What follows belongs to an exercise in optimizing a design on an open flow for small area; a production flow would make more cautious choices.
In this exercise RTL edits were held to simulation tests only and were not proved equivalent to the original.
Power figures rest on the tool's default switching activity, not on a simulated workload.

Setup of build 67:
Design slave_controller, start of the top module:
module slave_controller(input clk, input reset, input chipselect, input write, input [3:0]addr, input [31:0] writedata, output [23:0] GPIO_out);
clock: 4.0 ns
lec_check: 0
cap_margin: 20
core_margin: 2
core_utilization: 40
slew_margin: 20
standard.sh (not shown) runs the stock make flow with config.mk's settings and CLKGATE_MAP_FILE= SYNTH_SCRIPT=/design/flow/synth_recipe.tcl, a recipe that flattens the netlist after the stock synthesis.
==> flow/flow/run.sh <==
#!/bin/bash
# Layout flow: the standard synthesis, then the combinational logic is
# mapped again for area (flip-flops untouched), then the standard layout steps.
set -euo pipefail
W=$(pwd)
F=$W/flow
R=$W/orfs/results/$FLOW_PLATFORM/slave_controller/base
L=$W/orfs/logs/$FLOW_PLATFORM/slave_controller/base

bash standard.sh synth > $W/synth.log 2>&1

cp $R/1_2_yosys.v $W/std_netlist.v
export REMAP_LIB=$(ls $FLOW_HOME/platforms/$FLOW_PLATFORM/lib/sky130_fd_sc_hd__tt_025C_1v80.lib)
export REMAP_DONTUSE="$(grep -o '\-dont_use [^ ]*' $L/1_2_yosys.log | sort -u | tr '\n' ' ')"
export REMAP_IN=$W/std_netlist.v
export REMAP_OUT=$W/remap_netlist.v
export REMAP_SCRIPT=$F/area.abc
export REMAP_D=3000
yosys -c $F/remap.tcl > $W/remap.log 2>&1
cp $W/remap_netlist.v $R/1_2_yosys.v
rm -f $R/1_synth.odb $R/1_synth.sdc

bash standard.sh finish "BUFFER_PORTS_ARGS=-buffer_cell sky130_fd_sc_hd__buf_1" \
  "CTS_ARGS=-sink_clustering_enable -repair_clock_nets -buf_list sky130_fd_sc_hd__clkbuf_8 -dont_use_dummy_load" > $W/layout.log 2>&1
==> flow/flow/area.abc <==
strash; dc2; dch -f; map -a {D}; topo; stime
==> flow/flow/remap.tcl <==
# Re-map the combinational logic of a mapped netlist for area, keeping every
# flip-flop instance (name, cell type, connections) as it is.
# env: REMAP_IN, REMAP_OUT, REMAP_LIB, REMAP_SCRIPT (abc script), REMAP_D (abc -D)
yosys read_liberty -ignore_miss_func $::env(REMAP_LIB)
# keep sequential cells as black boxes
foreach m {dfxtp dfxbp edfxtp edfxbp dfrtp dfrbp dfstp dfbbp dfsbp sdfxtp sdfxbp sedfxtp dlxtp dlxbp dlxtn dlrtp dlclkp sdlclkp dfrtn sdfrtp sdfstp sdfbbp sdfrbp sdfsbp sedfxbp dlrbp dlrbn dlrtn dlxbn} {
  catch { yosys blackbox sky130_fd_sc_hd__${m}_* }
}
yosys read_verilog -overwrite $::env(REMAP_IN)
yosys hierarchy -top slave_controller
yosys flatten
yosys opt -purge
yosys stat
yosys abc -liberty $::env(REMAP_LIB) -script $::env(REMAP_SCRIPT) -D $::env(REMAP_D) {*}$::env(REMAP_DONTUSE)
yosys opt_clean -purge
yosys setundef -zero
yosys hilomap -singleton -hicell sky130_fd_sc_hd__conb_1 HI -locell sky130_fd_sc_hd__conb_1 LO
yosys insbuf -buf sky130_fd_sc_hd__buf_4 A X
yosys splitnets
yosys opt_clean -purge
yosys tee -o $::env(REMAP_OUT).stat stat -liberty $::env(REMAP_LIB)
yosys write_verilog -noattr -nohex -nodec $::env(REMAP_OUT)
Modified inputs, build 42 compared to build 67
==> flow/run.sh (new file) <==
#!/bin/bash
# synth_recipe.tcl (not shown) runs the flow's synth.tcl, then flattens the netlist and writes it again
# the make line also repeats each setting of config.mk as NAME=value (left out here)
make -C /OpenROAD-flow-scripts/flow DESIGN_CONFIG=/design/flow/config.mk WORK_HOME=/design/flow/orfs CLKGATE_MAP_FILE= SYNTH_SCRIPT=/design/flow/synth_recipe.tcl finish
-- flow/config.mk --
<<< build 67, line 9
export CORE_MARGIN = 2
export CORE_UTILIZATION = 40
export SLEW_MARGIN = 20
>>> build 42, line 9
export CORE_MARGIN = 2
export CORE_UTILIZATION = 40
export CTS_BUF_LIST = sky130_fd_sc_hd__clkbuf_8
export SLEW_MARGIN = 20
removed: flow/flow/run.sh
removed: flow/flow/area.abc
removed: flow/flow/remap.tcl
removed: flow/standard.sh
==> comparison <==
The higher synthesized instance count of build 67 and build 42 is in build 67.
Number of vias after detailed routing (lower): build 42
Number of nets with antenna violations after detailed routing: build 42 vs build 67 identical
Re setup slack at placement: build 67 and build 42 aren't equal, and the lower value belongs to build 67.
Routability congestion estimate in build 42 is 0.028 lower than in build 67
When the final numbers for build 67 and build 42 were put side by side, the area growth from synthesis to final layout turned out to be greater in build 42.
Build 67 → build 42: final worst-path setup slack rose by 0.18 ns, number of global-route vias before repair fell by 3.8%.
--- input diff build 42..build 15 ---
-- flow/config.mk --
<<< build 42, line 9
export CORE_MARGIN = 2
export CORE_UTILIZATION = 40
export CTS_BUF_LIST = sky130_fd_sc_hd__clkbuf_8
export SLEW_MARGIN = 20
>>> build 15, line 9
export CORE_MARGIN = 2
export CORE_UTILIZATION = 40
export SLEW_MARGIN = 20
- Per the comparison of build 15 with build 42, total power climbed 6.3%, wire length climbed about 0.44%, wire length of the first global-routing pass up 0.94%.


Another version of the RTL of slave_controller (not shown whole).
Size: roughly 64 I/O pins, roughly 7800 um^2 of cells after synthesis.
## slave_controller
module slave_controller(input clk, input reset, input chipselect, input write, input [3:0]addr, input [31:0] writedata, output [23:0] GPIO_out);
  reg [11:0] in;
  reg [6*16-1:0] duty_cycle;
  reg [15:0] period;
  reg [16-1:0] duty_counter;
  wire wen = chipselect & write;
  wire [15:0] wd = writedata[15:0] & {16{~reset}};
  integer k;
  always @(posedge clk)
  begin
    for (k = 0; k < 6; k = k + 1)
    begin
      if (reset | (wen & (addr == k)))
        in[2*k +: 2] <= wd[1:0];
      if (reset | (wen & (addr == k + 8)))
        duty_cycle[16*k +: 16] <= wd;
    end
    if (reset | (wen & (addr == 4'd14)))
      period <= wd;
  end
  reg [16-1:0] duty_counter_n;
  always @(posedge clk)
    if (reset || duty_counter == period)
      duty_counter_n <= {16{1'b1}};
    else
      duty_counter_n <= duty_counter_n - 1'b1;
  always @*
    duty_counter = ~duty_counter_n;
  generate
  genvar i;
    for (i=0; i<6; i=i+1)
      begin : motor_control_loop
        motor_controller mc(clk, reset, in[i*2 + 1], in[i*2], duty_counter, duty_cycle[(i+1)*16-1:i*16], GPIO_out[i*4+3:i*4]);
      end
  endgenerate
endmodule
Settings: LEC_CHECK=0, CAP_MARGIN=0, CORE_MARGIN=2, CORE_UTILIZATION=40, GPL_TIMING_DRIVEN=0, SLEW_MARGIN=0; clock period 4.0 ns.
==> flow/flow/run.sh <==
#!/bin/bash
# Layout flow: the standard synthesis, then the combinational logic is
# mapped again for area (flip-flops untouched), then the standard layout steps.
set -euo pipefail
W=$(pwd)
F=$W/flow
R=$W/orfs/results/$FLOW_PLATFORM/slave_controller/base
L=$W/orfs/logs/$FLOW_PLATFORM/slave_controller/base

bash standard.sh synth > $W/synth.log 2>&1

cp $R/1_2_yosys.v $W/std_netlist.v
export REMAP_LIB=$(ls $FLOW_HOME/platforms/$FLOW_PLATFORM/lib/sky130_fd_sc_hd__tt_025C_1v80.lib)
export REMAP_DONTUSE="$(grep -o '\-dont_use [^ ]*' $L/1_2_yosys.log | sort -u | tr '\n' ' ')"
export REMAP_IN=$W/std_netlist.v
export REMAP_OUT=$W/remap_netlist.v
export REMAP_SCRIPT=$F/area.abc
export REMAP_D=3000
yosys -c $F/remap.tcl > $W/remap.log 2>&1
cp $W/remap_netlist.v $R/1_2_yosys.v
rm -f $R/1_synth.odb $R/1_synth.sdc

bash standard.sh finish "BUFFER_PORTS_ARGS=-buffer_cell sky130_fd_sc_hd__buf_1" \
  "CTS_ARGS=-sink_clustering_enable -buf_list sky130_fd_sc_hd__clkbuf_8 -dont_use_dummy_load" \
  > $W/layout.log 2>&1
==> flow/flow/area.abc <==
strash; dc2; dch -f; &get -n; &nf -a -R 1000 {D}; &put; topo; stime
==> flow/flow/remap.tcl <==
# Re-map the combinational logic of a mapped netlist for area, keeping every
# flip-flop instance (name, cell type, connections) as it is.
# env: REMAP_IN, REMAP_OUT, REMAP_LIB, REMAP_SCRIPT (abc script), REMAP_D (abc -D)
yosys read_liberty -ignore_miss_func $::env(REMAP_LIB)
# keep sequential cells as black boxes
foreach m {dfxtp dfxbp edfxtp edfxbp dfrtp dfrbp dfstp dfbbp dfsbp sdfxtp sdfxbp sedfxtp dlxtp dlxbp dlxtn dlrtp dlclkp sdlclkp dfrtn sdfrtp sdfstp sdfbbp sdfrbp sdfsbp sedfxbp dlrbp dlrbn dlrtn dlxbn} {
  catch { yosys blackbox sky130_fd_sc_hd__${m}_* }
}
yosys read_verilog -overwrite $::env(REMAP_IN)
yosys hierarchy -top slave_controller
yosys flatten
yosys opt -purge
yosys stat
yosys abc -liberty $::env(REMAP_LIB) -script $::env(REMAP_SCRIPT) -D $::env(REMAP_D) {*}$::env(REMAP_DONTUSE)
yosys opt_clean -purge
yosys setundef -zero
yosys hilomap -singleton -hicell sky130_fd_sc_hd__conb_1 HI -locell sky130_fd_sc_hd__conb_1 LO
yosys insbuf -buf sky130_fd_sc_hd__buf_4 A X
yosys splitnets
yosys opt_clean -purge
yosys tee -o $::env(REMAP_OUT).stat stat -liberty $::env(REMAP_LIB)
yosys write_verilog -noattr -nohex -nodec $::env(REMAP_OUT)
Next try:
--- a/flow/flow/run.sh
+++ b/flow/flow/run.sh
@@ -22,4 +22,4 @@
 
 bash standard.sh finish "BUFFER_PORTS_ARGS=-buffer_cell sky130_fd_sc_hd__buf_1" \
-  "CTS_ARGS=-sink_clustering_enable -buf_list sky130_fd_sc_hd__clkbuf_8 -dont_use_dummy_load" \
+  "CTS_ARGS=-sink_clustering_enable -repair_clock_nets -buf_list sky130_fd_sc_hd__clkbuf_8 -dont_use_dummy_load" \
   > $W/layout.log 2>&1
==> flow/flow/area.abc (replaced) <==
strash; dc2; &get -n; &deepsyn -T 180; &put; dch -f; &get -n; &nf -R 1000 {D}; &put; topo; stime
- GPL_TIMING_DRIVEN: 0 -> unset
After rerunning: Fmax increases by 10%. Routed wire length decreases by 6.0%. Utilization increases by 0.21 points. Count of clock-buffer cells in the layout does not change. Die area decreases by 1.1%.
Next try:
--- a/flow/flow/run.sh
+++ b/flow/flow/run.sh
@@ -22,4 +22,4 @@
 
 bash standard.sh finish "BUFFER_PORTS_ARGS=-buffer_cell sky130_fd_sc_hd__buf_1" \
-  "CTS_ARGS=-sink_clustering_enable -repair_clock_nets -buf_list sky130_fd_sc_hd__clkbuf_8 -dont_use_dummy_load" \
+  "CTS_ARGS=-repair_clock_nets -buf_list sky130_fd_sc_hd__clkbuf_8 -dont_use_dummy_load" \
   > $W/layout.log 2>&1
==> flow/flow/area.abc (replaced) <==
strash; dc2; dch -f; &get -n; &nf -a -R 1000 {D}; &put; topo; stime
After rerunning:
- clock skew hardly moves
- setup slack got worse by 0.059 ns
- maximum frequency drops by 1.7%
Next try:
--- a/flow/flow/run.sh
+++ b/flow/flow/run.sh
@@ -22,4 +22,4 @@
 
 bash standard.sh finish "BUFFER_PORTS_ARGS=-buffer_cell sky130_fd_sc_hd__buf_1" \
-  "CTS_ARGS=-repair_clock_nets -buf_list sky130_fd_sc_hd__clkbuf_8 -dont_use_dummy_load" \
+  "CTS_ARGS=-sink_clustering_enable -repair_clock_nets -buf_list sky130_fd_sc_hd__clkbuf_8 -dont_use_dummy_load" \
   > $W/layout.log 2>&1
- CORE_UTILIZATION: 40 -> 60
Setup slack loses 0.048 ns.
Non-clock buffer count rose by 2.
Power barely changes.
Core utilization grows by 23 points.
Global-route usage went up by 7.3 points.
Routed wire length drops by 5.5%.
Clock skew stays flat.
Next try:
--- a/flow/flow/run.sh
+++ b/flow/flow/run.sh
@@ -22,4 +22,4 @@
 
 bash standard.sh finish "BUFFER_PORTS_ARGS=-buffer_cell sky130_fd_sc_hd__buf_1" \
-  "CTS_ARGS=-sink_clustering_enable -repair_clock_nets -buf_list sky130_fd_sc_hd__clkbuf_8 -dont_use_dummy_load" \
+  "CTS_ARGS=-sink_clustering_enable -repair_clock_nets -buf_list sky130_fd_sc_hd__clkbuf_8 -dont_use_dummy_load -sink_clustering_size 40 -sink_clustering_max_diameter 300 -sink_clustering_levels 1" \
   > $W/layout.log 2>&1
- CORE_UTILIZATION: 60 -> 40
Setup slack improves by 0.048 ns.
Design area increases by about 1.2%.
Critical path depth does not change.


The RTL this note starts from:
==> flow/design.v <==
module motor_controller (input clk, input reset, input dir, input on, input [16-1:0] duty_counter, input [15:0] duty_cycle, output [3:0] out);
  reg dir_reg;
  function less;
    input [15:0] a, b;
    integer k;
    begin
      less = 1'b0;
      for (k = 0; k < 16; k = k + 1)
        less = (b[k] & ~a[k]) | ((b[k] | ~a[k]) & less);
    end
  endfunction
  always @(posedge clk)
    if (reset)
      dir_reg <= 1'b0;
    else
      dir_reg <= dir ^ (on & less(duty_counter, duty_cycle));
  motor_internal mi(clk, reset, dir_reg, on, out);
endmodule
module motor_internal (input clk, input reset, input dir, input on, output [3:0] out);
  localparam [6:0] FIRST = 7'b1110111;
  localparam [6:0] LAST  = 7'b1001100;    
  reg [6:0] c;
  wire show = ~c[6] & ~c[5] & ~c[3] & ~c[2];      
  wire at_end = ~c[6] & ~c[5] & c[4] & ~c[2];     
  wire start = show & ~c[4];
  wire [1:0] prev_in = c[1:0];
  wire change = {dir, on} != prev_in;
  always @(posedge clk)
    if (reset)
      c <= LAST;
    else if (at_end)
      c <= {2'b00, ~change, 2'b00, prev_in};      
    else if (start)
      c <= FIRST;
    else if (c == LAST)
      c <= {5'b00110, dir, on};                    
    else
      c <= {c[5:0], c[6] ^ c[2]};
  wire d = prev_in[1];
  wire o = prev_in[0];
  assign out = show ? {d, ~d & o, d ^ o, d & o} : 4'b0000;
endmodule
module slave_controller(input clk, input reset, input chipselect, input write, input [3:0]addr, input [31:0] writedata, output [23:0] GPIO_out);
  reg [11:0] in;
  reg [6*16-1:0] duty_cycle;
  reg [15:0] period;
  reg [16-1:0] duty_counter;
  wire wen = chipselect & write;
  wire [15:0] wd = writedata[15:0] & {16{~reset}};
  integer k;
  always @(posedge clk)
  begin
    for (k = 0; k < 6; k = k + 1)
    begin
      if (reset | (wen & (addr == k)))
        in[2*k +: 2] <= wd[1:0];
      if (reset | (wen & (addr == k + 8)))
        duty_cycle[16*k +: 16] <= wd;
    end
    if (reset | (wen & (addr == 4'd14)))
      period <= wd;
  end
  reg [16-1:0] duty_counter_n;
  always @(posedge clk)
    if (reset || duty_counter == period)
      duty_counter_n <= {16{1'b1}};
    else
      duty_counter_n <= duty_counter_n - 1'b1;
  always @*
    duty_counter = ~duty_counter_n;
  generate
  genvar i;
    for (i=0; i<6; i=i+1)
      begin : motor_control_loop
        motor_controller mc(clk, reset, in[i*2 + 1], in[i*2], duty_counter, duty_cycle[(i+1)*16-1:i*16], GPIO_out[i*4+3:i*4]);
      end
  endgenerate
endmodule
export LEC_CHECK = 0
export CAP_MARGIN = 0
export CORE_MARGIN = 2
export CORE_UTILIZATION = 70
export PLACE_DENSITY = 0.85
export SLEW_MARGIN = 0
create_clock -name core_clock -period 4.0 [get_ports {clk}]
==> flow/flow/run.sh <==
#!/bin/bash
# Layout flow: the standard synthesis, then the combinational logic is
# mapped again for area (flip-flops untouched), then the standard layout steps.
set -euo pipefail
W=$(pwd)
F=$W/flow
R=$W/orfs/results/$FLOW_PLATFORM/slave_controller/base
L=$W/orfs/logs/$FLOW_PLATFORM/slave_controller/base

bash standard.sh synth > $W/synth.log 2>&1

cp $R/1_2_yosys.v $W/std_netlist.v
export REMAP_LIB=$(ls $FLOW_HOME/platforms/$FLOW_PLATFORM/lib/sky130_fd_sc_hd__tt_025C_1v80.lib)
export REMAP_DONTUSE="$(grep -o '\-dont_use [^ ]*' $L/1_2_yosys.log | sort -u | tr '\n' ' ')"
export REMAP_IN=$W/std_netlist.v
export REMAP_OUT=$W/remap_netlist.v
export REMAP_SCRIPT=$F/area.abc
export REMAP_D=3000
yosys -c $F/remap.tcl > $W/remap.log 2>&1
cp $W/remap_netlist.v $R/1_2_yosys.v
rm -f $R/1_synth.odb $R/1_synth.sdc

bash standard.sh finish "BUFFER_PORTS_ARGS=-buffer_cell sky130_fd_sc_hd__buf_1" \
  "CTS_ARGS=-sink_clustering_enable -repair_clock_nets -buf_list sky130_fd_sc_hd__clkbuf_8 -dont_use_dummy_load" \
  > $W/layout.log 2>&1
==> flow/flow/area.abc <==
strash; dc2; dch -f; &get -n; &nf -a -R 1000 {D}; &put; topo; stime
Scripts as last shown in full above: flow/flow/remap.tcl
Rerun with:
CORE_UTILIZATION = 40   (was 70)
PLACE_DENSITY = default   (was 0.85)
Result: Routed wire length came out higher by a few percent. Final area is higher slightly. Total power falls slightly. Hold slack gets worse by 14 ps. Register-to-register slack improves by 170 ps.

re-timing with driven ports:
No port has a modelled driver above. Below, the same layouts with a new extraction and two added sets of constraints.
Step 1: set_driving_cell puts a clkbuf_16 on clk and a buf_2 on each other input, an assumption about the parent block.
Step 2 also shifts input and output timing later by t, the mid clock arrival at the registers, as if the neighbouring blocks saw the same clock.
Three values: ideal, step 1, step 2; two values: the first two.
run	shift t [ns]	setup WS [ns]	worst register clock-pin slew, ns
build 67	0.492	0.828 / 0.828 / 0.828	0.12 / 0.12
build 42	0.511	1.005 / 1.005 / 1.005	0.11 / 0.11
build 15	0.480	0.967 / 0.967 / 0.967	0.08 / 0.08
the first run of note 2	0.493	0.273 / 0.273 / 0.273	0.11 / 0.11
the second run of note 2	0.488	0.616 / 0.616 / 0.616	0.10 / 0.10
the third run of note 2	0.488	0.557 / 0.557 / 0.557	0.09 / 0.09
the fourth run of note 2	0.482	0.509 / 0.509 / 0.509	0.09 / 0.09
the fifth run of note 2	0.488	0.557 / 0.557 / 0.557	0.09 / 0.09
the first run of note 3	0.502	0.386 / 0.386 / 0.386	0.09 / 0.09
the second run of note 3	0.488	0.557 / 0.557 / 0.557	0.09 / 0.09
After both steps every run listed still meets setup and hold.
